This is an optimization exercise on Yosys and OpenROAD, whose aim is small area, a short achievable clock period and few clock cycles, not a production implementation.
The RTL was checked by simulation tests, not by an equivalence proof against the original design.
Power is estimated from default activity; no workload was simulated.

==> flow/design.v, too long to show whole: its modules and the start of the top module <==
// module riscv_alu: 119 lines
// module riscv_csr_regfile: 408 lines
// module riscv_csr: 214 lines
// module riscv_decoder: 182 lines
// module riscv_decode: 94 lines
// module riscv_divider: 92 lines
// module riscv_exec: 254 lines
// module riscv_fetch: 155 lines
// module riscv_lsu: 316 lines
// module riscv_lsu_fifo: 53 lines
// module riscv_mmu: 394 lines
// module riscv_multiplier: 86 lines
// module riscv_pipe_ctrl: 313 lines
// module riscv_regfile: 214 lines
// module riscv_issue: 356 lines
// module riscv_core: 531 lines
module riscv_core
#(
     parameter SUPPORT_MULDIV   = 1
    ,parameter SUPPORT_SUPER    = 0
    ,parameter SUPPORT_MMU      = 0
    ,parameter SUPPORT_LOAD_BYPASS = 1
    ,parameter SUPPORT_MUL_BYPASS = 1
    ,parameter SUPPORT_REGFILE_XILINX = 0
    ,parameter EXTRA_DECODE_STAGE = 0
    ,parameter MEM_CACHE_ADDR_MIN = 32'h80000000
    ,parameter MEM_CACHE_ADDR_MAX = 32'h8fffffff
)
(
     input           clk_i
    ,input           rst_i
    ,input  [ 31:0]  mem_d_data_rd_i
    ,input           mem_d_accept_i
    ,input           mem_d_ack_i
    ,input           mem_d_error_i
    ,input  [ 10:0]  mem_d_resp_tag_i
    ,input           mem_i_accept_i
    ,input           mem_i_valid_i
    ,input           mem_i_error_i
    ,input  [ 31:0]  mem_i_inst_i
    ,input           intr_i
    ,input  [ 31:0]  reset_vector_i
    ,input  [ 31:0]  cpu_id_i
    ,output [ 31:0]  mem_d_addr_o
    ,output [ 31:0]  mem_d_data_wr_o
    ,output          mem_d_rd_o
    ,output [  3:0]  mem_d_wr_o
    ,output          mem_d_cacheable_o
    ,output [ 10:0]  mem_d_req_tag_o
    ,output          mem_d_invalidate_o
    ,output          mem_d_writeback_o
    ,output          mem_d_flush_o
    ,output          mem_i_rd_o
    ,output          mem_i_flush_o
    ,output          mem_i_invalidate_o
    ,output [ 31:0]  mem_i_pc_o
);
  // ...
==> flow/run.sh <==
#!/bin/bash
# synth_recipe.tcl (not shown) runs the flow's synth.tcl, then flattens the netlist and writes it again
# the make line also repeats each setting of config.mk as NAME=value (left out here)
make -C /OpenROAD-flow-scripts/flow DESIGN_CONFIG=/design/flow/config.mk WORK_HOME=/design/flow/orfs CLKGATE_MAP_FILE= SYNTH_SCRIPT=/design/flow/synth_recipe.tcl finish
==> flow/config.mk <==
export PLATFORM = sky130hd
export DESIGN_NAME = riscv_core
export DESIGN_NICKNAME = riscv_core
export VERILOG_FILES = /design/flow/design.v
export SDC_FILE = /design/flow/constraint.sdc
export NUM_CORES = 8
export LEC_CHECK = 0
export CAP_MARGIN = 20
export CORE_MARGIN = 2
export CORE_UTILIZATION = 30
export GPL_ROUTABILITY_DRIVEN = 1
export SLEW_MARGIN = 20
==> flow/constraint.sdc <==
create_clock -name core_clock -period 13.0 [get_ports {clk_i}]
set_input_delay 2.6000 -clock core_clock [delete_from_list [all_inputs] [get_ports {clk_i}]]
set_output_delay 2.6000 -clock core_clock [all_outputs]
set_load 0.01 [all_outputs]
==> results.sh, run 1 <==
export IMPL_cp_depth=32
export IMPL_dr_max_layer_used="met5"
export IMPL_cts_buffer_depth=4
export IMPL_layout_drive_gt1_share_pct=10.2
export IMPL_taps=7208
export IMPL_clk_pin_slew_worst_paths_ps=70
export IMPL_synthCells=15904
export IMPL_drv_slew=0
export IMPL_yosysMostFrequentCell="nand2_1"
export IMPL_yosysTopAreaCell="edfxtp_1"
export IMPL_arrival_ps=9770
export IMPL_drcViolationCount=0
export IMPL_top_power_group="registers"
export IMPL_syn_avg_cell_area_um2=10.3
export IMPL_postRouteAntennaNets=0
export IMPL_status="no timing/DRC/antenna violations"
export IMPL_period_share_pct=95.1
export IMPL_globalRouteOverflowTotal=0
export IMPL_crit_start="u_exec.alu_b_q[2]$_DFFE_PN_"
export IMPL_switching_share_pct=29.8
export IMPL_finalWirelength_mm=761
export IMPL_placed_area_um2=175000
export IMPL_cts_tree="yes"
export IMPL_largest_reg_flops=72
export IMPL_reg2reg_depth=32
export IMPL_die_x_um=741
export IMPL_buffers=796
export IMPL_cap_viol_max_count=0
export IMPL_grtUsageTotal_pct=26.8
export IMPL_clk_latency_ps=960
export IMPL_multi_input_area_share_pct=48.2
export IMPL_synth_edf_count=1311
export IMPL_synth_commonest_cells="nand2_1, edfxtp_1, inv_1, fa_1, dfrtp_1"
export IMPL_layoutNonFillerInstCount=23361
export IMPL_nClkBuffers=336
export IMPL_tns_ps=0
export IMPL_ys_warn_count=13
export IMPL_r2r_slack_ps=2290
export IMPL_powerDensity_nw_per_um2=104
export IMPL_synth_top_family_by_area="adder cells"
export IMPL_wl_met1_mm=277
export IMPL_synthAdderAreaFrac_pct=17.4
export IMPL_dp_hpwl_mm=528
Testbench counts, summed over its fixed seeds: cycles 592,794.
==> module riscv_csr, before the edit <==
module riscv_csr
#(
     parameter SUPPORT_MULDIV   = 1
    ,parameter SUPPORT_SUPER    = 1
)
(
     input           clk_i
    ,input           rst_i
    ,input           intr_i
    ,input           opcode_valid_i
    ,input  [ 31:0]  opcode_opcode_i
    ,input  [ 31:0]  opcode_pc_i
    ,input           opcode_invalid_i
    ,input  [  4:0]  opcode_rd_idx_i
    ,input  [  4:0]  opcode_ra_idx_i
    ,input  [  4:0]  opcode_rb_idx_i
    ,input  [ 31:0]  opcode_ra_operand_i
    ,input  [ 31:0]  opcode_rb_operand_i
    ,input           csr_writeback_write_i
    ,input  [ 11:0]  csr_writeback_waddr_i
    ,input  [ 31:0]  csr_writeback_wdata_i
    ,input  [  5:0]  csr_writeback_exception_i
    ,input  [ 31:0]  csr_writeback_exception_pc_i
    ,input  [ 31:0]  csr_writeback_exception_addr_i
    ,input  [ 31:0]  cpu_id_i
    ,input  [ 31:0]  reset_vector_i
    ,input           interrupt_inhibit_i
    ,output [ 31:0]  csr_result_e1_value_o
    ,output          csr_result_e1_write_o
    ,output [ 31:0]  csr_result_e1_wdata_o
    ,output [  5:0]  csr_result_e1_exception_o
    ,output          branch_csr_request_o
    ,output [ 31:0]  branch_csr_pc_o
    ,output [  1:0]  branch_csr_priv_o
    ,output          take_interrupt_o
    ,output          ifence_o
    ,output [  1:0]  mmu_priv_d_o
    ,output          mmu_sum_o
    ,output          mmu_mxr_o
    ,output          mmu_flush_o
    ,output [ 31:0]  mmu_satp_o
);
wire ecall_w             = opcode_valid_i && ((opcode_opcode_i & 32'hffffffff)      == 32'h73);
wire ebreak_w            = opcode_valid_i && ((opcode_opcode_i & 32'hffffffff)     == 32'h100073);
wire eret_w              = opcode_valid_i && ((opcode_opcode_i & 32'hcfffffff)       == 32'h200073);
wire [1:0] eret_priv_w   = opcode_opcode_i[29:28];
wire csrrw_w             = opcode_valid_i && ((opcode_opcode_i & 32'h707f)      == 32'h1073);
wire csrrs_w             = opcode_valid_i && ((opcode_opcode_i & 32'h707f)      == 32'h2073);
wire csrrc_w             = opcode_valid_i && ((opcode_opcode_i & 32'h707f)      == 32'h3073);
wire csrrwi_w            = opcode_valid_i && ((opcode_opcode_i & 32'h707f)     == 32'h5073);
wire csrrsi_w            = opcode_valid_i && ((opcode_opcode_i & 32'h707f)     == 32'h6073);
wire csrrci_w            = opcode_valid_i && ((opcode_opcode_i & 32'h707f)     == 32'h7073);
wire wfi_w               = opcode_valid_i && ((opcode_opcode_i & 32'hffff8fff)        == 32'h10500073);
wire fence_w             = opcode_valid_i && ((opcode_opcode_i & 32'h707f)      == 32'hf);
wire sfence_w            = opcode_valid_i && ((opcode_opcode_i & 32'hfe007fff)     == 32'h12000073);
wire ifence_w            = opcode_valid_i && ((opcode_opcode_i & 32'h707f)     == 32'h100f);
wire [1:0]  current_priv_w;
reg [1:0]   csr_priv_r;
reg         csr_readonly_r;
reg         csr_write_r;
reg         set_r;
reg         clr_r;
reg         csr_fault_r;
reg [31:0]  data_r;
always @ *
begin
    set_r           = csrrw_w | csrrs_w | csrrwi_w | csrrsi_w;
    clr_r           = csrrw_w | csrrc_w | csrrwi_w | csrrci_w;
    csr_priv_r      = opcode_opcode_i[29:28];
    csr_readonly_r  = (opcode_opcode_i[31:30] == 2'd3);
    csr_write_r     = (opcode_ra_idx_i != 5'b0) | csrrw_w | csrrwi_w;
    data_r          = (csrrwi_w | 
                       csrrsi_w | 
                       csrrci_w) ?
                            {27'b0, opcode_ra_idx_i} : opcode_ra_operand_i;
    csr_fault_r     = SUPPORT_SUPER ? (opcode_valid_i && (set_r | clr_r) && ((csr_write_r && csr_readonly_r) || (current_priv_w < csr_priv_r))) : 1'b0;
end
wire satp_update_w = (opcode_valid_i && (set_r || clr_r) && csr_write_r && (opcode_opcode_i[31:20] == 12'h180));
wire timer_irq_w = 1'b0;
wire [31:0] misa_w = SUPPORT_MULDIV ? (32'h40000000 | 32'h00000100 | 32'h00001000): (32'h40000000 | 32'h00000100);
wire [31:0] csr_rdata_w;
wire        csr_branch_w;
wire [31:0] csr_target_w;
wire [31:0] interrupt_w;
wire [31:0] status_reg_w;
wire [31:0] satp_reg_w;
riscv_csr_regfile
#( .SUPPORT_MTIMECMP(0)
  ,.SUPPORT_SUPER(SUPPORT_SUPER) )
u_csrfile
(
     .clk_i(clk_i)
    ,.rst_i(rst_i)
    ,.ext_intr_i(intr_i)
    ,.timer_intr_i(timer_irq_w)
    ,.cpu_id_i(cpu_id_i)
    ,.misa_i(misa_w)
    ,.csr_ren_i(opcode_valid_i)
    ,.csr_raddr_i(opcode_opcode_i[31:20])
    ,.csr_rdata_o(csr_rdata_w)
    ,.exception_i(csr_writeback_exception_i)
    ,.exception_pc_i(csr_writeback_exception_pc_i)
    ,.exception_addr_i(csr_writeback_exception_addr_i)
    ,.csr_waddr_i(csr_writeback_write_i ? csr_writeback_waddr_i : 12'b0)
    ,.csr_wdata_i(csr_writeback_wdata_i)
    ,.csr_branch_o(csr_branch_w)
    ,.csr_target_o(csr_target_w)
    ,.priv_o(current_priv_w)
    ,.status_o(status_reg_w)
    ,.satp_o(satp_reg_w)
    ,.interrupt_o(interrupt_w)
);
reg                     rd_valid_e1_q;
reg [ 31:0]             rd_result_e1_q;
reg [ 31:0]             csr_wdata_e1_q;
reg [6-1:0]  exception_e1_q;
wire                    eret_fault_w = eret_w && (current_priv_w < eret_priv_w);
always @ (posedge clk_i or posedge rst_i)
if (rst_i)
begin
    rd_valid_e1_q   <= 1'b0;
    rd_result_e1_q  <= 32'b0;
    csr_wdata_e1_q  <= 32'b0;
    exception_e1_q  <= 6'b0;
end
else if (opcode_valid_i)
begin
    rd_valid_e1_q   <= (set_r || clr_r) && ~csr_fault_r;
    if (opcode_invalid_i || csr_fault_r || eret_fault_w)
        rd_result_e1_q  <= opcode_opcode_i;
    else    
        rd_result_e1_q  <= csr_rdata_w;
    if ((opcode_opcode_i & 32'hffffffff) == 32'h73)
        exception_e1_q  <= 6'h18 + {4'b0, current_priv_w};
    else if (eret_fault_w)
        exception_e1_q  <= 6'h12;
    else if ((opcode_opcode_i & 32'hcfffffff) == 32'h200073)
        exception_e1_q  <= 6'h30 + {4'b0, eret_priv_w};
    else if ((opcode_opcode_i & 32'hffffffff) == 32'h100073)
        exception_e1_q  <= 6'h13;
    else if (opcode_invalid_i || csr_fault_r)
        exception_e1_q  <= 6'h12;
    else if (satp_update_w || ifence_w || sfence_w)
        exception_e1_q  <= 6'h34;
    else
        exception_e1_q  <= 6'b0;
    if (set_r && clr_r)
        csr_wdata_e1_q <= data_r;
    else if (set_r)
        csr_wdata_e1_q <= csr_rdata_w | data_r;
    else if (clr_r)
        csr_wdata_e1_q <= csr_rdata_w & ~data_r;
end
else
begin
    rd_valid_e1_q   <= 1'b0;
    rd_result_e1_q  <= 32'b0;
    csr_wdata_e1_q  <= 32'b0;
    exception_e1_q  <= 6'b0;
end
assign csr_result_e1_value_o     = rd_result_e1_q;
assign csr_result_e1_write_o     = rd_valid_e1_q;
assign csr_result_e1_wdata_o     = csr_wdata_e1_q;
assign csr_result_e1_exception_o = exception_e1_q;
reg take_interrupt_q;
always @ (posedge clk_i or posedge rst_i)
if (rst_i)
    take_interrupt_q    <= 1'b0;
else
    take_interrupt_q    <= (|interrupt_w) & ~interrupt_inhibit_i;
assign take_interrupt_o = take_interrupt_q;
reg tlb_flush_q;
always @ (posedge clk_i or posedge rst_i)
if (rst_i)
    tlb_flush_q <= 1'b0;
else
    tlb_flush_q <= satp_update_w || sfence_w;
reg ifence_q;
always @ (posedge clk_i or posedge rst_i)
if (rst_i)
    ifence_q    <= 1'b0;
else
    ifence_q    <= ifence_w;
assign ifence_o = ifence_q;
reg        branch_q;
reg [31:0] branch_target_q;
reg        reset_q;
always @ (posedge clk_i or posedge rst_i)
if (rst_i)
begin
    branch_target_q <= 32'b0;
    branch_q        <= 1'b0;
    reset_q         <= 1'b1;
end
else if (reset_q)
begin
    branch_target_q <= reset_vector_i;
    branch_q        <= 1'b1;
    reset_q         <= 1'b0;
end
else
begin
    branch_q        <= csr_branch_w;
    branch_target_q <= csr_target_w;
end
assign branch_csr_request_o = branch_q;
assign branch_csr_pc_o      = branch_target_q;
assign branch_csr_priv_o    = satp_reg_w[31] ? current_priv_w : 2'd3;
assign mmu_priv_d_o     = status_reg_w[17] ? status_reg_w[12:11] : current_priv_w;
assign mmu_satp_o       = satp_reg_w;
assign mmu_flush_o      = tlb_flush_q;
assign mmu_sum_o        = status_reg_w[18];
assign mmu_mxr_o        = status_reg_w[19];
endmodule
==> module riscv_decode, before the edit <==
module riscv_decode
#(
     parameter SUPPORT_MULDIV   = 1
    ,parameter EXTRA_DECODE_STAGE = 0
)
(
     input           clk_i
    ,input           rst_i
    ,input           fetch_in_valid_i
    ,input  [ 31:0]  fetch_in_instr_i
    ,input  [ 31:0]  fetch_in_pc_i
    ,input           fetch_in_fault_fetch_i
    ,input           fetch_in_fault_page_i
    ,input           fetch_out_accept_i
    ,input           squash_decode_i
    ,output          fetch_in_accept_o
    ,output          fetch_out_valid_o
    ,output [ 31:0]  fetch_out_instr_o
    ,output [ 31:0]  fetch_out_pc_o
    ,output          fetch_out_fault_fetch_o
    ,output          fetch_out_fault_page_o
    ,output          fetch_out_instr_exec_o
    ,output          fetch_out_instr_lsu_o
    ,output          fetch_out_instr_branch_o
    ,output          fetch_out_instr_mul_o
    ,output          fetch_out_instr_div_o
    ,output          fetch_out_instr_csr_o
    ,output          fetch_out_instr_rd_valid_o
    ,output          fetch_out_instr_invalid_o
);
wire        enable_muldiv_w     = SUPPORT_MULDIV;
generate
if (EXTRA_DECODE_STAGE)
begin
    wire [31:0] fetch_in_instr_w = (fetch_in_fault_page_i | fetch_in_fault_fetch_i) ? 32'b0 : fetch_in_instr_i;
    reg [66:0]  buffer_q;
    always @(posedge clk_i or posedge rst_i)
    if (rst_i)
        buffer_q <= 67'b0;
    else if (squash_decode_i)
        buffer_q <= 67'b0;
    else if (fetch_out_accept_i || !fetch_out_valid_o)
        buffer_q <= {fetch_in_valid_i, fetch_in_fault_page_i, fetch_in_fault_fetch_i, fetch_in_instr_w, fetch_in_pc_i};
    assign {fetch_out_valid_o,
            fetch_out_fault_page_o,
            fetch_out_fault_fetch_o,
            fetch_out_instr_o,
            fetch_out_pc_o} = buffer_q;
    riscv_decoder
    u_dec
    (
         .valid_i(fetch_out_valid_o)
        ,.fetch_fault_i(fetch_out_fault_page_o | fetch_out_fault_fetch_o)
        ,.enable_muldiv_i(enable_muldiv_w)
        ,.opcode_i(fetch_out_instr_o)
        ,.invalid_o(fetch_out_instr_invalid_o)
        ,.exec_o(fetch_out_instr_exec_o)
        ,.lsu_o(fetch_out_instr_lsu_o)
        ,.branch_o(fetch_out_instr_branch_o)
        ,.mul_o(fetch_out_instr_mul_o)
        ,.div_o(fetch_out_instr_div_o)
        ,.csr_o(fetch_out_instr_csr_o)
        ,.rd_valid_o(fetch_out_instr_rd_valid_o)
    );
    assign fetch_in_accept_o        = fetch_out_accept_i;
end
else
begin
    wire [31:0] fetch_in_instr_w = (fetch_in_fault_page_i | fetch_in_fault_fetch_i) ? 32'b0 : fetch_in_instr_i;
    riscv_decoder
    u_dec
    (
         .valid_i(fetch_in_valid_i)
        ,.fetch_fault_i(fetch_in_fault_fetch_i | fetch_in_fault_page_i)
        ,.enable_muldiv_i(enable_muldiv_w)
        ,.opcode_i(fetch_out_instr_o)
        ,.invalid_o(fetch_out_instr_invalid_o)
        ,.exec_o(fetch_out_instr_exec_o)
        ,.lsu_o(fetch_out_instr_lsu_o)
        ,.branch_o(fetch_out_instr_branch_o)
        ,.mul_o(fetch_out_instr_mul_o)
        ,.div_o(fetch_out_instr_div_o)
        ,.csr_o(fetch_out_instr_csr_o)
        ,.rd_valid_o(fetch_out_instr_rd_valid_o)
    );
    assign fetch_out_valid_o        = fetch_in_valid_i;
    assign fetch_out_pc_o           = fetch_in_pc_i;
    assign fetch_out_instr_o        = fetch_in_instr_w;
    assign fetch_out_fault_page_o   = fetch_in_fault_page_i;
    assign fetch_out_fault_fetch_o  = fetch_in_fault_fetch_i;
    assign fetch_in_accept_o        = fetch_out_accept_i;
end
endgenerate
endmodule
==> module riscv_divider, before the edit <==
module riscv_divider
(
     input           clk_i
    ,input           rst_i
    ,input           opcode_valid_i
    ,input  [ 31:0]  opcode_opcode_i
    ,input  [ 31:0]  opcode_pc_i
    ,input           opcode_invalid_i
    ,input  [  4:0]  opcode_rd_idx_i
    ,input  [  4:0]  opcode_ra_idx_i
    ,input  [  4:0]  opcode_rb_idx_i
    ,input  [ 31:0]  opcode_ra_operand_i
    ,input  [ 31:0]  opcode_rb_operand_i
    ,output          writeback_valid_o
    ,output [ 31:0]  writeback_value_o
);
wire div_rem_inst_w     = ((opcode_opcode_i & 32'hfe00707f) == 32'h2004033)  ||
                          ((opcode_opcode_i & 32'hfe00707f) == 32'h2005033) ||
                          ((opcode_opcode_i & 32'hfe00707f) == 32'h2006033)  ||
                          ((opcode_opcode_i & 32'hfe00707f) == 32'h2007033);
wire signed_operation_w = ((opcode_opcode_i & 32'hfe00707f) == 32'h2004033) || ((opcode_opcode_i & 32'hfe00707f) == 32'h2006033);
wire div_operation_w    = ((opcode_opcode_i & 32'hfe00707f) == 32'h2004033) || ((opcode_opcode_i & 32'hfe00707f) == 32'h2005033);
wire div_start_w        = opcode_valid_i & div_rem_inst_w;
reg         busy_q;
reg         first_q;      
reg  [5:0]  cnt_q;        
reg         div_inst_q;
reg         signed_q;
reg         invert_res_q;
reg  [31:0] rem_q;        
reg  [31:0] nq_q;         
reg  [31:0] den_q;        
reg         valid_q;
reg  [31:0] wb_result_q;
wire div_complete_w = busy_q & (cnt_q == 6'd32);
wire [31:0] n_w   = (first_q && signed_q && nq_q[31])  ? (32'b0 - nq_q)  : nq_q;
wire [31:0] d_w   = (first_q && signed_q && den_q[31]) ? (32'b0 - den_q) : den_q;
wire [31:0] r_w   = first_q ? 32'b0 : rem_q;
wire [32:0] shl_w = {r_w, n_w[31]};
wire [33:0] sub_w = {1'b0, shl_w} - {2'b0, d_w};
wire        ge_w  = ~sub_w[33];
always @ (posedge clk_i or posedge rst_i)
if (rst_i)
begin
    busy_q       <= 1'b0;
    first_q      <= 1'b0;
    cnt_q        <= 6'd0;
    div_inst_q   <= 1'b0;
    signed_q     <= 1'b0;
    invert_res_q <= 1'b0;
end
else if (div_start_w)
begin
    busy_q       <= 1'b1;
    first_q      <= 1'b1;
    cnt_q        <= 6'd0;
    div_inst_q   <= div_operation_w;
    signed_q     <= signed_operation_w;
    invert_res_q <= (((opcode_opcode_i & 32'hfe00707f) == 32'h2004033) && (opcode_ra_operand_i[31] != opcode_rb_operand_i[31]) && |opcode_rb_operand_i) ||
                    (((opcode_opcode_i & 32'hfe00707f) == 32'h2006033) && opcode_ra_operand_i[31]);
end
else if (div_complete_w)
    busy_q       <= 1'b0;
else if (busy_q)
begin
    first_q      <= 1'b0;
    cnt_q        <= cnt_q + 6'd1;
end
always @ (posedge clk_i)
if (div_start_w)
begin
    nq_q  <= opcode_ra_operand_i;
    den_q <= opcode_rb_operand_i;
end
else if (busy_q && !div_complete_w)
begin
    rem_q <= ge_w ? sub_w[31:0] : shl_w[31:0];
    nq_q  <= {n_w[30:0], ge_w};
    den_q <= d_w;
end
wire [31:0] res_w = div_inst_q ? nq_q : rem_q;
always @ (posedge clk_i or posedge rst_i)
if (rst_i)
    valid_q <= 1'b0;
else
    valid_q <= div_complete_w;
always @ (posedge clk_i)
if (div_complete_w)
    wb_result_q <= invert_res_q ? (32'b0 - res_w) : res_w;
assign writeback_valid_o = valid_q;
assign writeback_value_o = wb_result_q;
endmodule
==> module riscv_fetch, before the edit <==
module riscv_fetch
#(
     parameter SUPPORT_MMU      = 1
)
(
     input           clk_i
    ,input           rst_i
    ,input           fetch_accept_i
    ,input           icache_accept_i
    ,input           icache_valid_i
    ,input           icache_error_i
    ,input  [ 31:0]  icache_inst_i
    ,input           icache_page_fault_i
    ,input           fetch_invalidate_i
    ,input           branch_request_i        
    ,input  [ 31:0]  branch_pc_i
    ,input  [  1:0]  branch_priv_i
    ,input           branch_e1_i             
    ,input  [ 31:0]  branch_e1_pc_i
    ,output          fetch_valid_o
    ,output [ 31:0]  fetch_instr_o
    ,output [ 31:0]  fetch_pc_o
    ,output          fetch_fault_fetch_o
    ,output          fetch_fault_page_o
    ,output          icache_rd_o
    ,output          icache_flush_o
    ,output          icache_invalidate_o
    ,output [ 31:0]  icache_pc_o
    ,output [  1:0]  icache_priv_o
    ,output          squash_decode_o
);
reg         active_q;
wire        icache_busy_w;
wire        stall_w       = !fetch_accept_i || icache_busy_w || !icache_accept_i;
reg         branch_q;
reg [31:0]  branch_pc_q;
reg [1:0]   branch_priv_q;
wire        branch_w      = branch_e1_i | branch_q;
wire [31:0] branch_pc_w   = branch_e1_i ? branch_e1_pc_i : branch_pc_q;
wire [1:0]  branch_priv_w = branch_priv_q;
always @ (posedge clk_i or posedge rst_i)
if (rst_i)
begin
    branch_q       <= 1'b0;
    branch_pc_q    <= 32'b0;
    branch_priv_q  <= 2'd3;
end
else if (branch_request_i)
begin
    branch_q       <= 1'b1;
    branch_pc_q    <= branch_pc_i;
    branch_priv_q  <= branch_priv_i;
end
else if (icache_rd_o && icache_accept_i)
begin
    branch_q       <= 1'b0;
    branch_pc_q    <= 32'b0;
end
else if (branch_e1_i)
begin
    branch_q       <= 1'b1;
    branch_pc_q    <= branch_e1_pc_i;
end
assign squash_decode_o    = branch_request_i;
always @ (posedge clk_i or posedge rst_i)
if (rst_i)
    active_q    <= 1'b0;
else if (branch_w && ~stall_w)
    active_q    <= 1'b1;
reg stall_q;
always @ (posedge clk_i or posedge rst_i)
if (rst_i)
    stall_q    <= 1'b0;
else
    stall_q    <= stall_w;
reg icache_fetch_q;
reg icache_invalidate_q;
always @ (posedge clk_i or posedge rst_i)
if (rst_i)
    icache_fetch_q <= 1'b0;
else if (icache_rd_o && icache_accept_i)
    icache_fetch_q <= 1'b1;
else if (icache_valid_i)
    icache_fetch_q <= 1'b0;
always @ (posedge clk_i or posedge rst_i)
if (rst_i)
    icache_invalidate_q <= 1'b0;
else if (icache_invalidate_o && !icache_accept_i)
    icache_invalidate_q <= 1'b1;
else
    icache_invalidate_q <= 1'b0;
reg [31:0]  pc_f_q;
reg [31:0]  pc_d_q;
wire [31:0] icache_pc_w;
wire [1:0]  icache_priv_w;
wire        fetch_resp_drop_w;
always @ (posedge clk_i or posedge rst_i)
if (rst_i)
    pc_f_q  <= 32'b0;
else if (branch_w && ~stall_w)
    pc_f_q  <= branch_pc_w;
else if (!stall_w)
    pc_f_q  <= {icache_pc_w[31:2],2'b0} + 32'd4;
reg [1:0] priv_f_q;
reg       branch_d_q;
always @ (posedge clk_i or posedge rst_i)
if (rst_i)
    priv_f_q  <= 2'd3;
else if (branch_w && ~stall_w)
    priv_f_q  <= branch_priv_w;
always @ (posedge clk_i or posedge rst_i)
if (rst_i)
    branch_d_q  <= 1'b0;
else if (branch_w && ~stall_w)
    branch_d_q  <= 1'b1;
else if (!stall_w)
    branch_d_q  <= 1'b0;
assign icache_pc_w       = pc_f_q;
assign icache_priv_w     = priv_f_q;
assign fetch_resp_drop_w = branch_w | branch_d_q;
always @ (posedge clk_i or posedge rst_i)
if (rst_i)
    pc_d_q <= 32'b0;
else if (icache_rd_o && icache_accept_i)
    pc_d_q <= icache_pc_w;
assign icache_rd_o         = active_q & fetch_accept_i & !icache_busy_w;
assign icache_pc_o         = {icache_pc_w[31:2],2'b0};
assign icache_priv_o       = icache_priv_w;
assign icache_flush_o      = fetch_invalidate_i | icache_invalidate_q;
assign icache_invalidate_o = 1'b0;
assign icache_busy_w       =  icache_fetch_q && !icache_valid_i;
reg [65:0]  skid_buffer_q;
reg         skid_valid_q;
always @ (posedge clk_i or posedge rst_i)
if (rst_i)
begin
    skid_buffer_q  <= 66'b0;
    skid_valid_q   <= 1'b0;
end 
else if (fetch_valid_o && !fetch_accept_i)
begin
    skid_valid_q  <= 1'b1;
    skid_buffer_q <= {fetch_fault_page_o, fetch_fault_fetch_o, fetch_pc_o, fetch_instr_o};
end
else
begin
    skid_valid_q  <= 1'b0;
    skid_buffer_q <= 66'b0;
end
assign fetch_valid_o       = (icache_valid_i || skid_valid_q) & !fetch_resp_drop_w;
assign fetch_pc_o          = skid_valid_q ? skid_buffer_q[63:32] : {pc_d_q[31:2],2'b0};
assign fetch_instr_o       = skid_valid_q ? skid_buffer_q[31:0]  : icache_inst_i;
assign fetch_fault_fetch_o = skid_valid_q ? skid_buffer_q[64] : icache_error_i;
assign fetch_fault_page_o  = skid_valid_q ? skid_buffer_q[65] : icache_page_fault_i;
endmodule
==> inputs of run 2 (changes only) <==
--- a/flow/design.v
+++ b/flow/design.v
@@ -642,21 +642,22 @@
 reg [ 31:0]             csr_wdata_e1_q;
 reg [6-1:0]  exception_e1_q;
 wire                    eret_fault_w = eret_w && (current_priv_w < eret_priv_w);
+wire set_u_w = ((opcode_opcode_i & 32'h707f)  == 32'h1073)  | ((opcode_opcode_i & 32'h707f)  == 32'h2073) |
+               ((opcode_opcode_i & 32'h707f) == 32'h5073) | ((opcode_opcode_i & 32'h707f) == 32'h6073);
+wire clr_u_w = ((opcode_opcode_i & 32'h707f)  == 32'h1073)  | ((opcode_opcode_i & 32'h707f)  == 32'h3073) |
+               ((opcode_opcode_i & 32'h707f) == 32'h5073) | ((opcode_opcode_i & 32'h707f) == 32'h7073);
+wire [31:0] data_u_w = (((opcode_opcode_i & 32'h707f) == 32'h5073) |
+                        ((opcode_opcode_i & 32'h707f) == 32'h6073) |
+                        ((opcode_opcode_i & 32'h707f) == 32'h7073)) ? {27'b0, opcode_ra_idx_i} : opcode_ra_operand_i;
 always @ (posedge clk_i or posedge rst_i)
 if (rst_i)
 begin
     rd_valid_e1_q   <= 1'b0;
-    rd_result_e1_q  <= 32'b0;
-    csr_wdata_e1_q  <= 32'b0;
     exception_e1_q  <= 6'b0;
 end
 else if (opcode_valid_i)
 begin
     rd_valid_e1_q   <= (set_r || clr_r) && ~csr_fault_r;
-    if (opcode_invalid_i || csr_fault_r || eret_fault_w)
-        rd_result_e1_q  <= opcode_opcode_i;
-    else    
-        rd_result_e1_q  <= csr_rdata_w;
     if ((opcode_opcode_i & 32'hffffffff) == 32'h73)
         exception_e1_q  <= 6'h18 + {4'b0, current_priv_w};
     else if (eret_fault_w)
@@ -671,20 +672,25 @@
         exception_e1_q  <= 6'h34;
     else
         exception_e1_q  <= 6'b0;
-    if (set_r && clr_r)
-        csr_wdata_e1_q <= data_r;
-    else if (set_r)
-        csr_wdata_e1_q <= csr_rdata_w | data_r;
-    else if (clr_r)
-        csr_wdata_e1_q <= csr_rdata_w & ~data_r;
 end
 else
 begin
     rd_valid_e1_q   <= 1'b0;
-    rd_result_e1_q  <= 32'b0;
-    csr_wdata_e1_q  <= 32'b0;
     exception_e1_q  <= 6'b0;
 end
+always @ (posedge clk_i)
+begin
+    if (opcode_invalid_i || csr_fault_r)
+        rd_result_e1_q  <= opcode_opcode_i;
+    else
+        rd_result_e1_q  <= csr_rdata_w;
+    if (set_u_w && clr_u_w)
+        csr_wdata_e1_q <= data_u_w;
+    else if (set_u_w)
+        csr_wdata_e1_q <= csr_rdata_w | data_u_w;
+    else
+        csr_wdata_e1_q <= csr_rdata_w & ~data_u_w;
+end
 assign csr_result_e1_value_o     = rd_result_e1_q;
 assign csr_result_e1_write_o     = rd_valid_e1_q;
 assign csr_result_e1_wdata_o     = csr_wdata_e1_q;
@@ -950,6 +956,7 @@
     ,output          fetch_out_instr_csr_o
     ,output          fetch_out_instr_rd_valid_o
     ,output          fetch_out_instr_invalid_o
+    ,output [ 31:0]  fetch_out_instr_raw_o       
 );
 wire        enable_muldiv_w     = SUPPORT_MULDIV;
 generate
@@ -1011,6 +1018,7 @@
     assign fetch_out_instr_o        = fetch_in_instr_w;
     assign fetch_out_fault_page_o   = fetch_in_fault_page_i;
     assign fetch_out_fault_fetch_o  = fetch_in_fault_fetch_i;
+    assign fetch_out_instr_raw_o    = fetch_in_instr_i;
     assign fetch_in_accept_o        = fetch_out_accept_i;
 end
 endgenerate
@@ -1028,6 +1036,8 @@
     ,input  [  4:0]  opcode_rb_idx_i
     ,input  [ 31:0]  opcode_ra_operand_i
     ,input  [ 31:0]  opcode_rb_operand_i
+    ,input  [ 31:0]  operand_a_e1_i         
+    ,input  [ 31:0]  operand_b_e1_i
     ,output          writeback_valid_o
     ,output [ 31:0]  writeback_value_o
 );
@@ -1050,8 +1060,8 @@
 reg         valid_q;
 reg  [31:0] wb_result_q;
 wire div_complete_w = busy_q & (cnt_q == 6'd32);
-wire [31:0] n_w   = (first_q && signed_q && nq_q[31])  ? (32'b0 - nq_q)  : nq_q;
-wire [31:0] d_w   = (first_q && signed_q && den_q[31]) ? (32'b0 - den_q) : den_q;
+wire [31:0] n_w   = ~first_q ? nq_q  : (signed_q && operand_a_e1_i[31]) ? (32'b0 - operand_a_e1_i) : operand_a_e1_i;
+wire [31:0] d_w   = ~first_q ? den_q : (signed_q && operand_b_e1_i[31]) ? (32'b0 - operand_b_e1_i) : operand_b_e1_i;
 wire [31:0] r_w   = first_q ? 32'b0 : rem_q;
 wire [32:0] shl_w = {r_w, n_w[31]};
 wire [33:0] sub_w = {1'b0, shl_w} - {2'b0, d_w};
@@ -1073,23 +1083,19 @@
     cnt_q        <= 6'd0;
     div_inst_q   <= div_operation_w;
     signed_q     <= signed_operation_w;
-    invert_res_q <= (((opcode_opcode_i & 32'hfe00707f) == 32'h2004033) && (opcode_ra_operand_i[31] != opcode_rb_operand_i[31]) && |opcode_rb_operand_i) ||
-                    (((opcode_opcode_i & 32'hfe00707f) == 32'h2006033) && opcode_ra_operand_i[31]);
 end
 else if (div_complete_w)
     busy_q       <= 1'b0;
 else if (busy_q)
 begin
+    if (first_q)
+        invert_res_q <= signed_q && (div_inst_q ? ((operand_a_e1_i[31] != operand_b_e1_i[31]) && |operand_b_e1_i)
+                                                : operand_a_e1_i[31]);
     first_q      <= 1'b0;
     cnt_q        <= cnt_q + 6'd1;
 end
 always @ (posedge clk_i)
-if (div_start_w)
-begin
-    nq_q  <= opcode_ra_operand_i;
-    den_q <= opcode_rb_operand_i;
-end
-else if (busy_q && !div_complete_w)
+if (busy_q && !div_complete_w)
 begin
     rem_q <= ge_w ? sub_w[31:0] : shl_w[31:0];
     nq_q  <= {n_w[30:0], ge_w};
@@ -1121,10 +1127,13 @@
     ,input  [ 31:0]  opcode_ra_operand_i
     ,input  [ 31:0]  opcode_rb_operand_i
     ,input           hold_i
+    ,input           opcode_fault_i         
     ,output          branch_e1_fire_o       
     ,output          branch_e1_taken_o      
     ,output [ 31:0]  branch_e1_pc_o
     ,output [ 31:0]  writeback_value_o
+    ,output [ 31:0]  operand_a_e1_o         
+    ,output [ 31:0]  operand_b_e1_o
 );
 reg [31:0]  imm20_r;
 reg [31:0]  imm12_r;
@@ -1141,6 +1150,7 @@
 end
 wire inst_jal_w  = ((opcode_opcode_i & 32'h7f) == 32'h6f);
 wire inst_jalr_w = ((opcode_opcode_i & 32'h707f) == 32'h67);
+wire inst_muldiv_w = (opcode_opcode_i[6:0] == 7'b0110011) && (opcode_opcode_i[31:25] == 7'b0000001);
 wire inst_bxx_w  = ((opcode_opcode_i & 32'h707f) == 32'h63) ||
                    ((opcode_opcode_i & 32'h707f) == 32'h1063) ||
                    ((opcode_opcode_i & 32'h707f) == 32'h4063) ||
@@ -1285,8 +1295,8 @@
         alu_input_a_r  = opcode_pc_i;
         alu_input_b_r  = 32'd4;
     end
-    else if (inst_bxx_w)  
-    begin
+    else if (inst_bxx_w || inst_muldiv_w)  
+    begin                                  
         alu_input_a_r  = opcode_ra_operand_i;
         alu_input_b_r  = opcode_rb_operand_i;
     end
@@ -1323,9 +1333,9 @@
 begin
     if (~hold_i)
     begin
-        br_jal_q  <= opcode_valid_i & inst_jal_w;
-        br_jalr_q <= opcode_valid_i & inst_jalr_w;
-        br_bxx_q  <= opcode_valid_i & inst_bxx_w;
+        br_jal_q  <= opcode_valid_i & ~opcode_fault_i & inst_jal_w;
+        br_jalr_q <= opcode_valid_i & ~opcode_fault_i & inst_jalr_w;
+        br_bxx_q  <= opcode_valid_i & ~opcode_fault_i & inst_bxx_w;
     end
     fresh_q <= opcode_valid_i;
 end
@@ -1339,10 +1349,32 @@
     .alu_p_o(alu_p_w)
 );
 assign writeback_value_o = alu_p_w;
-wire [32:0] cmp_sub_w = {1'b0, alu_a_q} - {1'b0, alu_b_q};
-wire        cmp_eq_w  = (alu_a_q == alu_b_q);
-wire        cmp_ltu_w = cmp_sub_w[32];
-wire        cmp_lt_w  = (alu_a_q[31] != alu_b_q[31]) ? alu_a_q[31] : cmp_sub_w[31];
+assign operand_a_e1_o    = alu_a_q;
+assign operand_b_e1_o    = alu_b_q;
+function [1:0] cmp_lt_eq;    
+    input [31:0] a;
+    input [31:0] b;
+    reg [31:0] lt0, eq0;
+    reg [15:0] lt1, eq1;
+    reg [7:0]  lt2, eq2;
+    reg [3:0]  lt3, eq3;
+    reg [1:0]  lt4, eq4;
+    integer k;
+begin
+    lt0 = ~a & b;
+    eq0 = ~(a ^ b);
+    for (k = 0; k < 16; k = k + 1) begin lt1[k] = lt0[2*k+1] | (eq0[2*k+1] & lt0[2*k]); eq1[k] = eq0[2*k+1] & eq0[2*k]; end
+    for (k = 0; k < 8;  k = k + 1) begin lt2[k] = lt1[2*k+1] | (eq1[2*k+1] & lt1[2*k]); eq2[k] = eq1[2*k+1] & eq1[2*k]; end
+    for (k = 0; k < 4;  k = k + 1) begin lt3[k] = lt2[2*k+1] | (eq2[2*k+1] & lt2[2*k]); eq3[k] = eq2[2*k+1] & eq2[2*k]; end
+    for (k = 0; k < 2;  k = k + 1) begin lt4[k] = lt3[2*k+1] | (eq3[2*k+1] & lt3[2*k]); eq4[k] = eq3[2*k+1] & eq3[2*k]; end
+    cmp_lt_eq = {lt4[1] | (eq4[1] & lt4[0]), eq4[1] & eq4[0]};
+end
+endfunction
+wire [1:0] cmp_u_w   = cmp_lt_eq(alu_a_q, alu_b_q);
+wire [1:0] cmp_s_w   = cmp_lt_eq({~alu_a_q[31], alu_a_q[30:0]}, {~alu_b_q[31], alu_b_q[30:0]});
+wire       cmp_eq_w  = cmp_u_w[0];
+wire       cmp_ltu_w = cmp_u_w[1];
+wire       cmp_lt_w  = cmp_s_w[1];
 reg cond_r;
 always @ *
 begin
@@ -1496,20 +1528,13 @@
 reg         skid_valid_q;
 always @ (posedge clk_i or posedge rst_i)
 if (rst_i)
-begin
-    skid_buffer_q  <= 66'b0;
-    skid_valid_q   <= 1'b0;
-end 
+    skid_valid_q  <= 1'b0;
 else if (fetch_valid_o && !fetch_accept_i)
-begin
     skid_valid_q  <= 1'b1;
-    skid_buffer_q <= {fetch_fault_page_o, fetch_fault_fetch_o, fetch_pc_o, fetch_instr_o};
-end
 else
-begin
     skid_valid_q  <= 1'b0;
-    skid_buffer_q <= 66'b0;
-end
+always @ (posedge clk_i)
+    skid_buffer_q <= {fetch_fault_page_o, fetch_fault_fetch_o, fetch_pc_o, fetch_instr_o};
 assign fetch_valid_o       = (icache_valid_i || skid_valid_q) & !fetch_resp_drop_w;
 assign fetch_pc_o          = skid_valid_q ? skid_buffer_q[63:32] : {pc_d_q[31:2],2'b0};
 assign fetch_instr_o       = skid_valid_q ? skid_buffer_q[31:0]  : icache_inst_i;
@@ -2296,12 +2321,9 @@
     ,output [ 31:0]  writeback_value_o
 );
 localparam MULT_STAGES = 2;  
-reg  [31:0]  result_e2_q;
-reg  [31:0]  result_e3_q;
 reg [32:0]   operand_a_e1_q;
 reg [32:0]   operand_b_e1_q;
 reg          mulhi_sel_e1_q;
-wire [64:0]  mult_result_w;
 reg  [32:0]  operand_b_r;
 reg  [32:0]  operand_a_r;
 reg  [31:0]  result_r;
@@ -2327,43 +2349,107 @@
     else  
         operand_b_r = {1'b0, opcode_rb_operand_i[31:0]};
 end
-always @(posedge clk_i or posedge rst_i)
-if (rst_i)
-begin
-    operand_a_e1_q <= 33'b0;
-    operand_b_e1_q <= 33'b0;
-    mulhi_sel_e1_q <= 1'b0;
-end
-else if (hold_i)
-    ;
-else if (opcode_valid_i && mult_inst_w)
+always @(posedge clk_i)
+if (~hold_i)
 begin
     operand_a_e1_q <= operand_a_r;
     operand_b_e1_q <= operand_b_r;
     mulhi_sel_e1_q <= ~((opcode_opcode_i & 32'hfe00707f) == 32'h2000033);
 end
-else
+wire [63:0] csa_sum_w;
+wire [63:0] csa_carry_w;
+riscv_mul_csa
+u_csa
+(
+     .a_i(operand_a_e1_q)
+    ,.b_i(operand_b_e1_q)
+    ,.sum_o(csa_sum_w)
+    ,.carry_o(csa_carry_w)
+);
+reg  [63:0] sum_q;
+reg  [63:0] carry_q;
+reg         mulhi_sel_e2_q;
+always @(posedge clk_i)
+if (~hold_i)
 begin
-    operand_a_e1_q <= 33'b0;
-    operand_b_e1_q <= 33'b0;
-    mulhi_sel_e1_q <= 1'b0;
+    sum_q          <= csa_sum_w;
+    carry_q        <= csa_carry_w;
+    mulhi_sel_e2_q <= mulhi_sel_e1_q;
 end
-assign mult_result_w = {{ 32 {operand_a_e1_q[32]}}, operand_a_e1_q}*{{ 32 {operand_b_e1_q[32]}}, operand_b_e1_q};
+wire [63:0] prod_w = sum_q + carry_q;
 always @ *
 begin
-    result_r = mulhi_sel_e1_q ? mult_result_w[63:32] : mult_result_w[31:0];
+    result_r = mulhi_sel_e2_q ? prod_w[63:32] : prod_w[31:0];
 end
-always @(posedge clk_i or posedge rst_i)
-if (rst_i)
-    result_e2_q <= 32'b0;
-else if (~hold_i)
-    result_e2_q <= result_r;
-always @(posedge clk_i or posedge rst_i)
-if (rst_i)
-    result_e3_q <= 32'b0;
-else if (~hold_i)
-    result_e3_q <= result_e2_q;
-assign writeback_value_o  = (MULT_STAGES == 3) ? result_e3_q : result_e2_q;
+assign writeback_value_o  = result_r;
+endmodule
+module riscv_mul_csa
+(
+     input  [32:0]  a_i        
+    ,input  [32:0]  b_i        
+    ,output [63:0]  sum_o
+    ,output [63:0]  carry_o
+);
+wire [33:0] b_w = {b_i[32], b_i};           
+wire [33:0] a1_w = {a_i[32], a_i};          
+wire [33:0] a2_w = {a_i, 1'b0};             
+reg [63:0] row_r [0:17];
+integer i;
+reg [2:0]  trip;
+reg [33:0] m;
+reg        neg;
+reg [63:0] k;
+always @ *
+begin
+    for (i = 0; i < 18; i = i + 1)
+        row_r[i] = 64'b0;
+    for (i = 0; i < 17; i = i + 1)
+    begin
+        trip = {b_w[2*i+1], b_w[2*i], (i == 0) ? 1'b0 : b_w[2*i-1]};
+        case (trip)
+        3'b001, 3'b010: begin m = a1_w;  neg = 1'b0; end
+        3'b011:         begin m = a2_w;  neg = 1'b0; end
+        3'b100:         begin m = a2_w;  neg = 1'b1; end
+        3'b101, 3'b110: begin m = a1_w;  neg = 1'b1; end
+        default:        begin m = 34'b0; neg = 1'b0; end
+        endcase
+        if (neg)
+            m = ~m;
+        row_r[i] = row_r[i] | ({30'b0, ~m[33], m[32:0]} << (2*i));
+        if (i < 16)
+            row_r[i+1] = row_r[i+1] | ({63'b0, neg} << (2*i));
+        else
+            row_r[17] = row_r[17] | ({63'b0, neg} << (2*i));
+    end
+    k = 64'b0;
+    for (i = 0; i < 17; i = i + 1)
+        k = k - (64'd1 << (33 + 2*i));
+    row_r[17] = row_r[17] | k;
+end
+function [127:0] csa;
+    input [63:0] x, y, z;
+begin
+    csa = {((x & y) | (x & z) | (y & z)) << 1, x ^ y ^ z};
+end
+endfunction
+wire [127:0] l1_0 = csa(row_r[0],  row_r[1],  row_r[2]);
+wire [127:0] l1_1 = csa(row_r[3],  row_r[4],  row_r[5]);
+wire [127:0] l1_2 = csa(row_r[6],  row_r[7],  row_r[8]);
+wire [127:0] l1_3 = csa(row_r[9],  row_r[10], row_r[11]);
+wire [127:0] l1_4 = csa(row_r[12], row_r[13], row_r[14]);
+wire [127:0] l1_5 = csa(row_r[15], row_r[16], row_r[17]);
+wire [127:0] l2_0 = csa(l1_0[63:0], l1_0[127:64], l1_1[63:0]);
+wire [127:0] l2_1 = csa(l1_1[127:64], l1_2[63:0], l1_2[127:64]);
+wire [127:0] l2_2 = csa(l1_3[63:0], l1_3[127:64], l1_4[63:0]);
+wire [127:0] l2_3 = csa(l1_4[127:64], l1_5[63:0], l1_5[127:64]);
+wire [127:0] l3_0 = csa(l2_0[63:0], l2_0[127:64], l2_1[63:0]);
+wire [127:0] l3_1 = csa(l2_1[127:64], l2_2[63:0], l2_2[127:64]);
+wire [127:0] l4_0 = csa(l3_0[63:0], l3_0[127:64], l3_1[63:0]);
+wire [127:0] l4_1 = csa(l3_1[127:64], l2_3[63:0], l2_3[127:64]);
+wire [127:0] l5_0 = csa(l4_0[63:0], l4_0[127:64], l4_1[63:0]);
+wire [127:0] l6_0 = csa(l5_0[63:0], l5_0[127:64], l4_1[127:64]);
+assign sum_o   = l6_0[63:0];
+assign carry_o = l6_0[127:64];
 endmodule
 module riscv_pipe_ctrl
 #(
@@ -2445,10 +2531,6 @@
 begin
     valid_e1_q      <= 1'b0;
     ctrl_e1_q       <= 10'b0;
-    pc_e1_q         <= 32'b0;
-    opcode_e1_q     <= 32'b0;
-    operand_ra_e1_q <= 32'b0;
-    operand_rb_e1_q <= 32'b0;
     exception_e1_q  <= 6'b0;
 end
 else if (issue_stall_i)
@@ -2466,22 +2548,22 @@
     ctrl_e1_q[7] <= issue_rd_valid_i & ~take_interrupt_i;
     ctrl_e1_q[8]     <= take_interrupt_i;
     ctrl_e1_q[9] <= 1'b1;
-    pc_e1_q         <= issue_pc_i;
-    opcode_e1_q     <= issue_opcode_i;
-    operand_ra_e1_q <= issue_operand_ra_i;
-    operand_rb_e1_q <= issue_operand_rb_i;
     exception_e1_q  <= issue_exception_i;
 end
 else
 begin
     valid_e1_q      <= 1'b0;
     ctrl_e1_q       <= 10'b0;
-    pc_e1_q         <= 32'b0;
-    opcode_e1_q     <= 32'b0;
-    operand_ra_e1_q <= 32'b0;
-    operand_rb_e1_q <= 32'b0;
     exception_e1_q  <= 6'b0;
 end
+always @ (posedge clk_i)
+if (!issue_stall_i)
+begin
+    pc_e1_q         <= issue_pc_i;
+    opcode_e1_q     <= issue_opcode_i;
+    operand_ra_e1_q <= issue_operand_ra_i;
+    operand_rb_e1_q <= issue_operand_rb_i;
+end
 wire                    branch_misaligned_e1_w = valid_e1_q && branch_e1_taken_i && (branch_e1_target_i[1:0] != 2'b0);
 wire [6-1:0] exception_e1_w = (|exception_e1_q)      ? exception_e1_q :
                                          branch_misaligned_e1_w ? 6'h10 : 6'b0;
@@ -2513,12 +2595,6 @@
     valid_e2_q      <= 1'b0;
     ctrl_e2_q       <= 10'b0;
     csr_wr_e2_q     <= 1'b0;
-    csr_wdata_e2_q  <= 32'b0;
-    pc_e2_q         <= 32'b0;
-    opcode_e2_q     <= 32'b0;
-    operand_ra_e2_q <= 32'b0;
-    operand_rb_e2_q <= 32'b0;
-    result_e2_q     <= 32'b0;
     exception_e2_q  <= 6'b0;
 end
 else if (issue_stall_i)
@@ -2528,12 +2604,6 @@
     valid_e2_q      <= 1'b0;
     ctrl_e2_q       <= 10'b0;
     csr_wr_e2_q     <= 1'b0;
-    csr_wdata_e2_q  <= 32'b0;
-    pc_e2_q         <= 32'b0;
-    opcode_e2_q     <= 32'b0;
-    operand_ra_e2_q <= 32'b0;
-    operand_rb_e2_q <= 32'b0;
-    result_e2_q     <= 32'b0;
     exception_e2_q  <= 6'b0;
 end
 else
@@ -2541,11 +2611,6 @@
     valid_e2_q      <= valid_e1_q;
     ctrl_e2_q       <= ctrl_e1_q;
     csr_wr_e2_q     <= csr_result_write_e1_i;
-    csr_wdata_e2_q  <= csr_result_wdata_e1_i;
-    pc_e2_q         <= pc_e1_q;
-    opcode_e2_q     <= opcode_e1_q;
-    operand_ra_e2_q <= operand_ra_e1_q;
-    operand_rb_e2_q <= operand_rb_e1_q;
     if (ctrl_e1_q[8])
         exception_e2_q  <= 6'h20;
     else if (|exception_e1_w)
@@ -2555,8 +2620,17 @@
     end
     else
         exception_e2_q  <= csr_result_exception_e1_i;
+end
+always @ (posedge clk_i)
+if (!issue_stall_i)
+begin
+    csr_wdata_e2_q  <= csr_result_wdata_e1_i;
+    pc_e2_q         <= pc_e1_q;
+    opcode_e2_q     <= opcode_e1_q;
+    operand_ra_e2_q <= operand_ra_e1_q;
+    operand_rb_e2_q <= operand_rb_e1_q;
     if (ctrl_e1_q[4])
-        result_e2_q <= div_result_i; 
+        result_e2_q <= div_result_i;
     else if (ctrl_e1_q[3])
         result_e2_q <= csr_result_value_e1_i;
     else
@@ -2610,12 +2684,6 @@
     valid_wb_q      <= 1'b0;
     ctrl_wb_q       <= 10'b0;
     csr_wr_wb_q     <= 1'b0;
-    csr_wdata_wb_q  <= 32'b0;
-    pc_wb_q         <= 32'b0;
-    opcode_wb_q     <= 32'b0;
-    operand_ra_wb_q <= 32'b0;
-    operand_rb_wb_q <= 32'b0;
-    result_wb_q     <= 32'b0;
     exception_wb_q  <= 6'b0;
 end
 else if (issue_stall_i)
@@ -2625,12 +2693,6 @@
     valid_wb_q      <= 1'b0;
     ctrl_wb_q       <= 10'b0;
     csr_wr_wb_q     <= 1'b0;
-    csr_wdata_wb_q  <= 32'b0;
-    pc_wb_q         <= 32'b0;
-    opcode_wb_q     <= 32'b0;
-    operand_ra_wb_q <= 32'b0;
-    operand_rb_wb_q <= 32'b0;
-    result_wb_q     <= 32'b0;
     exception_wb_q  <= 6'b0;
 end
 else
@@ -2647,16 +2709,20 @@
         valid_wb_q      <= valid_e2_q;
     endcase
     csr_wr_wb_q     <= csr_wr_e2_q;   
-    csr_wdata_wb_q  <= csr_wdata_e2_q;
     if (|exception_e2_r)
         ctrl_wb_q       <= ctrl_e2_q & ~(1 << 7);
     else
         ctrl_wb_q       <= ctrl_e2_q;
+    exception_wb_q  <= exception_e2_r;
+end
+always @ (posedge clk_i)
+if (!issue_stall_i)
+begin
+    csr_wdata_wb_q  <= csr_wdata_e2_q;
     pc_wb_q         <= pc_e2_q;
     opcode_wb_q     <= opcode_e2_q;
     operand_ra_wb_q <= operand_ra_e2_q;
     operand_rb_wb_q <= operand_rb_e2_q;
-    exception_wb_q  <= exception_e2_r;
     if (valid_e2_w && (ctrl_e2_q[1] || ctrl_e2_q[2]))
         result_wb_q <= mem_result_e2_i;
     else if (valid_e2_w && ctrl_e2_q[5])
@@ -2916,6 +2982,7 @@
     ,input           fetch_instr_csr_i
     ,input           fetch_instr_rd_valid_i
     ,input           fetch_instr_invalid_i
+    ,input  [ 31:0]  fetch_instr_raw_i
     ,input           branch_e1_taken_i
     ,input  [ 31:0]  branch_e1_pc_i
     ,input           branch_csr_request_i
@@ -2944,6 +3011,7 @@
     ,output          mul_opcode_valid_o
     ,output          div_opcode_valid_o
     ,output [ 31:0]  opcode_opcode_o
+    ,output          opcode_fault_o
     ,output [ 31:0]  opcode_pc_o
     ,output          opcode_invalid_o
     ,output [  4:0]  opcode_rd_idx_o
@@ -2999,9 +3067,9 @@
 assign branch_request_o     = branch_csr_request_i;
 assign branch_pc_o          = branch_csr_pc_i;
 assign branch_priv_o        = branch_csr_request_i ? branch_csr_priv_i : priv_x_q;
-wire [4:0] issue_ra_idx_w   = fetch_instr_i[19:15];
-wire [4:0] issue_rb_idx_w   = fetch_instr_i[24:20];
-wire [4:0] issue_rd_idx_w   = fetch_instr_i[11:7];
+wire [4:0] issue_ra_idx_w   = fetch_instr_raw_i[19:15];
+wire [4:0] issue_rb_idx_w   = fetch_instr_raw_i[24:20];
+wire [4:0] issue_rd_idx_w   = fetch_instr_raw_i[11:7];
 wire       issue_sb_alloc_w = fetch_instr_rd_valid_i;
 wire       issue_exec_w     = fetch_instr_exec_i;
 wire       issue_lsu_w      = fetch_instr_lsu_i;
@@ -3132,38 +3200,34 @@
 else if (pipe_csr_wb_w)
     csr_pending_q <= 1'b0;
 assign squash_w = pipe_squash_e1_e2_w;
-reg [31:0] scoreboard_r;
+wire       issue_fault_any_w = fetch_fault_fetch_i | fetch_fault_page_i;
+wire [6:0] raw_opc_w = fetch_instr_raw_i[6:0];
+wire [2:0] raw_f3_w  = fetch_instr_raw_i[14:12];
+wire [6:0] raw_f7_w  = fetch_instr_raw_i[31:25];
+wire       raw_elb_w = (raw_opc_w == 7'b0110111) ||                                        
+                       (raw_opc_w == 7'b0010111) ||                                        
+                       (raw_opc_w == 7'b1101111) ||                                        
+                       ((raw_opc_w == 7'b1100111) && (raw_f3_w == 3'b000)) ||              
+                       ((raw_opc_w == 7'b1100011) && (raw_f3_w[2:1] != 2'b01)) ||          
+                       ((raw_opc_w == 7'b0000011) && (raw_f3_w[1:0] != 2'b11)) ||          
+                       ((raw_opc_w == 7'b0100011) && !raw_f3_w[2] && (raw_f3_w[1:0] != 2'b11)) ||  
+                       ((raw_opc_w == 7'b0010011) && ((raw_f3_w[1:0] != 2'b01) ||
+                                                      (raw_f7_w[6:1] == 6'b000000) ||
+                                                      ((raw_f3_w == 3'b101) && (raw_f7_w[6:1] == 6'b010000)))) ||  
+                       ((raw_opc_w == 7'b0110011) && ((raw_f7_w == 7'b0000000) ||
+                                                      ((raw_f7_w == 7'b0100000) && ((raw_f3_w == 3'b000) || (raw_f3_w == 3'b101)))));  
+wire       issue_mdc_w = issue_fault_any_w | ~raw_elb_w;
+wire [4:0] hz_ra_w = fetch_instr_raw_i[19:15] & {5{~issue_fault_any_w}};
+wire [4:0] hz_rb_w = fetch_instr_raw_i[24:20] & {5{~issue_fault_any_w}};
+wire [4:0] hz_rd_w = fetch_instr_raw_i[11:7]  & {5{~issue_fault_any_w}};
+wire       hz_sb_w = (pipe_load_e1_w | pipe_mul_e1_w) &
+                     ((hz_ra_w == pipe_rd_e1_w) | (hz_rb_w == pipe_rd_e1_w) | (hz_rd_w == pipe_rd_e1_w));
+wire       hz_cls_w = (pipe_load_e1_w | pipe_store_e1_w) & issue_mdc_w;
+wire       issue_blocked_w = lsu_stall_i | stall_w | div_pending_q | csr_pending_q;
 always @ *
 begin
-    opcode_issue_r     = 1'b0;
-    opcode_accept_r    = 1'b0;
-    scoreboard_r       = 32'b0;
-    if (SUPPORT_LOAD_BYPASS == 0)
-    begin
-        if (pipe_load_e2_w)
-            scoreboard_r[pipe_rd_e2_w] = 1'b1;
-    end
-    if (SUPPORT_MUL_BYPASS == 0)
-    begin
-        if (pipe_mul_e2_w)
-            scoreboard_r[pipe_rd_e2_w] = 1'b1;
-    end
-    if (pipe_load_e1_w || pipe_mul_e1_w)
-        scoreboard_r[pipe_rd_e1_w] = 1'b1;
-    if ((pipe_load_e1_w || pipe_store_e1_w) && (issue_mul_w || issue_div_w || issue_csr_w))
-        scoreboard_r = 32'hFFFFFFFF;
-    if (lsu_stall_i || stall_w || div_pending_q || csr_pending_q)
-        ;
-    else if (opcode_valid_w &&
-        !(scoreboard_r[issue_ra_idx_w] || 
-          scoreboard_r[issue_rb_idx_w] ||
-          scoreboard_r[issue_rd_idx_w]))
-    begin
-        opcode_issue_r  = 1'b1;
-        opcode_accept_r = 1'b1;
-        if (opcode_accept_r && issue_sb_alloc_w && (|issue_rd_idx_w))
-            scoreboard_r[issue_rd_idx_w] = 1'b1;
-    end 
+    opcode_issue_r  = opcode_valid_w & ~issue_blocked_w & ~hz_sb_w & ~hz_cls_w;
+    opcode_accept_r = opcode_issue_r;
 end
 assign lsu_opcode_valid_o   = opcode_issue_r & ~take_interrupt_i;
 assign exec_opcode_valid_o  = opcode_issue_r;
@@ -3191,7 +3255,8 @@
     .ra0_value_o(issue_ra_value_w),
     .rb0_value_o(issue_rb_value_w)
 );
-assign opcode_opcode_o = fetch_instr_i;
+assign opcode_opcode_o = fetch_instr_raw_i;
+assign opcode_fault_o  = issue_fault_any_w;
 assign opcode_pc_o     = fetch_pc_i;
 assign opcode_rd_idx_o = issue_rd_idx_w;
 assign opcode_ra_idx_o = issue_ra_idx_w;
@@ -3222,7 +3287,7 @@
 end
 assign opcode_ra_operand_o = issue_ra_value_r;
 assign opcode_rb_operand_o = issue_rb_value_r;
-assign lsu_opcode_opcode_o      = opcode_opcode_o;
+assign lsu_opcode_opcode_o      = fetch_instr_i;
 assign lsu_opcode_pc_o          = opcode_pc_o;
 assign lsu_opcode_rd_idx_o      = opcode_rd_idx_o;
 assign lsu_opcode_ra_idx_o      = opcode_ra_idx_o;
@@ -3239,14 +3304,14 @@
 assign mul_opcode_rb_operand_o  = opcode_rb_operand_o;
 assign mul_opcode_invalid_o     = 1'b0;
 assign csr_opcode_valid_o       = opcode_issue_r & ~take_interrupt_i;
-assign csr_opcode_opcode_o      = opcode_opcode_o;
+assign csr_opcode_opcode_o      = fetch_instr_i;
 assign csr_opcode_pc_o          = opcode_pc_o;
 assign csr_opcode_rd_idx_o      = opcode_rd_idx_o;
 assign csr_opcode_ra_idx_o      = opcode_ra_idx_o;
 assign csr_opcode_rb_idx_o      = opcode_rb_idx_o;
 assign csr_opcode_ra_operand_o  = opcode_ra_operand_o;
 assign csr_opcode_rb_operand_o  = opcode_rb_operand_o;
-assign csr_opcode_invalid_o     = opcode_issue_r && issue_invalid_w;
+assign csr_opcode_invalid_o     = issue_invalid_w;    
 endmodule
 module riscv_core
 #(
@@ -3421,6 +3486,10 @@
 wire           branch_e1_fire_w;
 wire           branch_e1_taken_w;
 wire  [ 31:0]  branch_e1_pc_w;
+wire  [ 31:0]  exec_operand_a_e1_w;
+wire  [ 31:0]  fetch_instr_raw_w;
+wire           opcode_fault_w;
+wire  [ 31:0]  exec_operand_b_e1_w;
 riscv_exec
 u_exec
 (
@@ -3436,9 +3505,12 @@
     ,.opcode_ra_operand_i(opcode_ra_operand_w)
     ,.opcode_rb_operand_i(opcode_rb_operand_w)
     ,.hold_i(exec_hold_w)
+    ,.opcode_fault_i(opcode_fault_w)
     ,.branch_e1_fire_o(branch_e1_fire_w)
     ,.branch_e1_taken_o(branch_e1_taken_w)
     ,.branch_e1_pc_o(branch_e1_pc_w)
+    ,.operand_a_e1_o(exec_operand_a_e1_w)
+    ,.operand_b_e1_o(exec_operand_b_e1_w)
     ,.writeback_value_o(writeback_exec_value_w)
 );
 riscv_decode
@@ -3471,6 +3543,7 @@
     ,.fetch_out_instr_csr_o(fetch_instr_csr_w)
     ,.fetch_out_instr_rd_valid_o(fetch_instr_rd_valid_w)
     ,.fetch_out_instr_invalid_o(fetch_instr_invalid_w)
+    ,.fetch_out_instr_raw_o(fetch_instr_raw_w)
 );
 riscv_mmu
 #(
@@ -3641,7 +3714,7 @@
      .clk_i(clk_i)
     ,.rst_i(rst_i)
     ,.opcode_valid_i(div_opcode_valid_w)
-    ,.opcode_opcode_i(opcode_opcode_w)
+    ,.opcode_opcode_i(csr_opcode_opcode_w)
     ,.opcode_pc_i(opcode_pc_w)
     ,.opcode_invalid_i(opcode_invalid_w)
     ,.opcode_rd_idx_i(opcode_rd_idx_w)
@@ -3649,6 +3722,8 @@
     ,.opcode_rb_idx_i(opcode_rb_idx_w)
     ,.opcode_ra_operand_i(opcode_ra_operand_w)
     ,.opcode_rb_operand_i(opcode_rb_operand_w)
+    ,.operand_a_e1_i(exec_operand_a_e1_w)
+    ,.operand_b_e1_i(exec_operand_b_e1_w)
     ,.writeback_valid_o(writeback_div_valid_w)
     ,.writeback_value_o(writeback_div_value_w)
 );
@@ -3677,6 +3752,7 @@
     ,.fetch_instr_csr_i(fetch_instr_csr_w)
     ,.fetch_instr_rd_valid_i(fetch_instr_rd_valid_w)
     ,.fetch_instr_invalid_i(fetch_instr_invalid_w)
+    ,.fetch_instr_raw_i(fetch_instr_raw_w)
     ,.branch_e1_taken_i(branch_e1_taken_w)
     ,.branch_e1_pc_i(branch_e1_pc_w)
     ,.branch_csr_request_i(branch_csr_request_w)
@@ -3705,6 +3781,7 @@
     ,.mul_opcode_valid_o(mul_opcode_valid_w)
     ,.div_opcode_valid_o(div_opcode_valid_w)
     ,.opcode_opcode_o(opcode_opcode_w)
+    ,.opcode_fault_o(opcode_fault_w)
     ,.opcode_pc_o(opcode_pc_w)
     ,.opcode_invalid_o(opcode_invalid_w)
     ,.opcode_rd_idx_o(opcode_rd_idx_w)
--- a/flow/config.mk
+++ b/flow/config.mk
@@ -5,8 +5,9 @@
 export SDC_FILE = /design/flow/constraint.sdc
 export NUM_CORES = 8
 export LEC_CHECK = 0
-export CAP_MARGIN = 20
+export CAP_MARGIN = 30
 export CORE_MARGIN = 2
 export CORE_UTILIZATION = 30
 export GPL_ROUTABILITY_DRIVEN = 1
-export SLEW_MARGIN = 20
+export SETUP_SLACK_MARGIN = 5
+export SLEW_MARGIN = 30
==> results.sh, run 2 <==
export IMPL_netSwitchingPower_w=0.00927
export IMPL_status="no timing/DRC/antenna violations"
export IMPL_viasPerCell=6.36
export IMPL_cts_buffer_depth=4
export IMPL_switching_share_pct=35.5
export IMPL_clk_latency_ps=1040
export IMPL_powerDensity_nw_per_um2=146
export IMPL_layout_drive_gt1_share_pct=11.9
export IMPL_nFillCells=52152
export IMPL_syn_avg_cell_area_um2=10.5
export IMPL_nets=16010
export IMPL_cap_viol_max_count=0
export IMPL_drv_slew=0
export IMPL_floorplan_initialDensity_pct=30.1
export IMPL_yosysMostFrequentCell="edfxtp_1"
export IMPL_critPathMaxFanout=7
export IMPL_io_buffers=237
export IMPL_globalRouteOverflowTotal=0
export IMPL_yosys_register_bits=2446
export IMPL_synthCells=14974
export IMPL_rsz0062_at_grt="true"
export IMPL_vias=141080
export IMPL_largest_reg_flops=72
export IMPL_synth_top_area_share_pct=33.8
export IMPL_tns_ps=0
export IMPL_yosysSeqAreaShare_pct=44.3
export IMPL_ys_warn_count=15
export IMPL_netlist_area_um2=157000
export IMPL_dp_hpwl_mm=521
export IMPL_grtUsageTotal_pct=27.7
export IMPL_dp_cells=21506
export IMPL_final_hold_viol_count=0
export IMPL_arrival_ps=5500
export IMPL_period_share_pct=62.3
export IMPL_layoutNonFillerInstCount=22180
export IMPL_synth_commonest_cells="edfxtp_1, nor2_1, nand2_1, clkbuf_1, a22oi_1"
export IMPL_top_register="u_lsu.u_lsu_request.ram_q"
export IMPL_finalWirelength_mm=767
export IMPL_synth_edf_count=1763
export IMPL_drcViolationCount=0
export IMPL_hold_class="register to register"
export IMPL_yosysTopAreaCell="edfxtp_1"
export IMPL_die_x_um=727
export IMPL_first_pass_iters=13
export IMPL_start_kind="input pin"
export IMPL_postRouteAntennaNets=0
export IMPL_cts_tree="yes"
export IMPL_antenna_found_initial=89
export IMPL_clk_pin_slew_worst_paths_ps=70
-- run 2: area by class of cell --
cell class / count / area, um^2 / area share [%]
Tap cell: 6942 / 8690 / 4.84
Clock buffer: 365 / 7640 / 4.26
Sequential cell: 2446 / 69400 / 38.7
Timing Repair Buffer: 817 / 7190 / 4.01
Multi-Input combinational cell: 10593 / 81700 / 45.6
Clock inverter: 136 / 1540 / 0.857
Inverter: 768 / 2920 / 1.63
Antenna cell: 113 / 283 / 0.158
-- run 2: worst paths after layout --
check,from,end,slack [ps],depth (start not counted)
max,mem_i_inst_i[1],mem_i_rd_o,4900,11
min,u_csr.csr_wdata_e1_q[0]$_DFF_P_,u_issue.u_pipe_ctrl.csr_wdata_e2_q[0]$_DFFE_PN_,390,0
max reg2reg,u_exec.alu_b_q[1]$_DFFE_PN_,u_exec.br_base_q[0]$_DFFE_PN_,5030,22
min reg2reg,u_csr.csr_wdata_e1_q[0]$_DFF_P_,u_issue.u_pipe_ctrl.csr_wdata_e2_q[0]$_DFFE_PN_,390,0
max in group asynchronous,rst_i,u_csr.u_csrfile.csr_mcycle_h_q[21]$_DFFE_PP0N_,7970,6
min in group asynchronous,rst_i,u_div.cnt_q[0]$_DFFE_PP0P_,2080,2
-- run 2: worst reg2reg max path, stage by stage, from the launching register on --
cell and delay, ps:
edfxtp_1 340, buf_4 470, inv_1 360, ha_1 480, nor2_1 100, o311ai_1 520
nand3_1 240, a21oi_1 320, nor3_1 90, buf_4 180, o311a_1 380, o32a_1 400
a21oi_1 270, o21bai_1 120, fa_1 390, o21ai_0 570, a21oi_1 160, nand4_1 360
nor4_1 150, a211o_1 500, o22a_1 450, nor2_1 690, mux2_2 280
-- run 2: power groups by stage --
stage / Clock, W / Combinational, W / Sequential [W]
after floorplan: 0 / 0.00489 / 0.00956
after global placement: 0 / 0.00804 / 0.00974
after detailed placement: 0 / 0.00813 / 0.00974
after CTS: 0.00810 / 0.00820 / 0.00959
after global routing: 0.00840 / 0.00896 / 0.00964
final: 0.00813 / 0.00840 / 0.00961
-- run 2: repair_timing --
| item | 4_1_cts | 5_1_grt |
|---|---|---|
| endpoints found under the setup margin | 8 | 21 |
| gates resized for setup | 135 | 43 |
| setup buffers | 33 | 11 |
| pin swaps | 15 | 7 |
| endpoints found under the hold margin | 0 | 0 |
| gates cloned | 4 | 0 |
-- run 2: routing by layer --
layer | wire length, um | share of wire, % | up-vias | global-route usage (%)
li1 | - | - | 55971 | -
met1 | 274000 | 36 | 69743 | 34.7
met2 | 308000 | 40 | 12249 | 39.0
met3 | 119000 | 16 | 3071 | 11.3
met4 | 63500 | 8.3 | 46 | 17.9
met5 | 1060 | 0.14 | - | 0.417
-- run 2: cell families after synthesis --
group,synth area share [%]
multiplexers,5.25
AO/OA/AOI/OAI,19.2
buffers and inverters,4.90
flip-flops,44.3
AND/OR/NAND/NOR,11.2
XOR/XNOR,5.26
adder cells (fa/ha/maj),9.93
other,0.00239
-- run 2: metrics by stage --
stage	cell area, um^2	setup slack (ps)	total power [W]	utilization, %	hold slack [ps]
final	179000	4900	0.0261	34.5	388
after global routing	179000	4850	0.0270	34.4	405
after CTS	178000	4780	0.0259	34.3	391
after detailed placement	168000	3160	0.0179	32.4	389
after global placement	168000	3150	0.0178	32.3	387
after floorplan	157000	2880	0.0144	-	386
Testbench counts of run 2, summed over its fixed seeds: cycles 592,794.

Setup slack of run 2, layout unchanged: 4.900 ns with ideal ports, 4.744 ns with driving cells assumed (clock clkbuf_16, inputs buf_2), 3.965 ns with port delays also shifted by the 1.097 ns mid clock arrival.
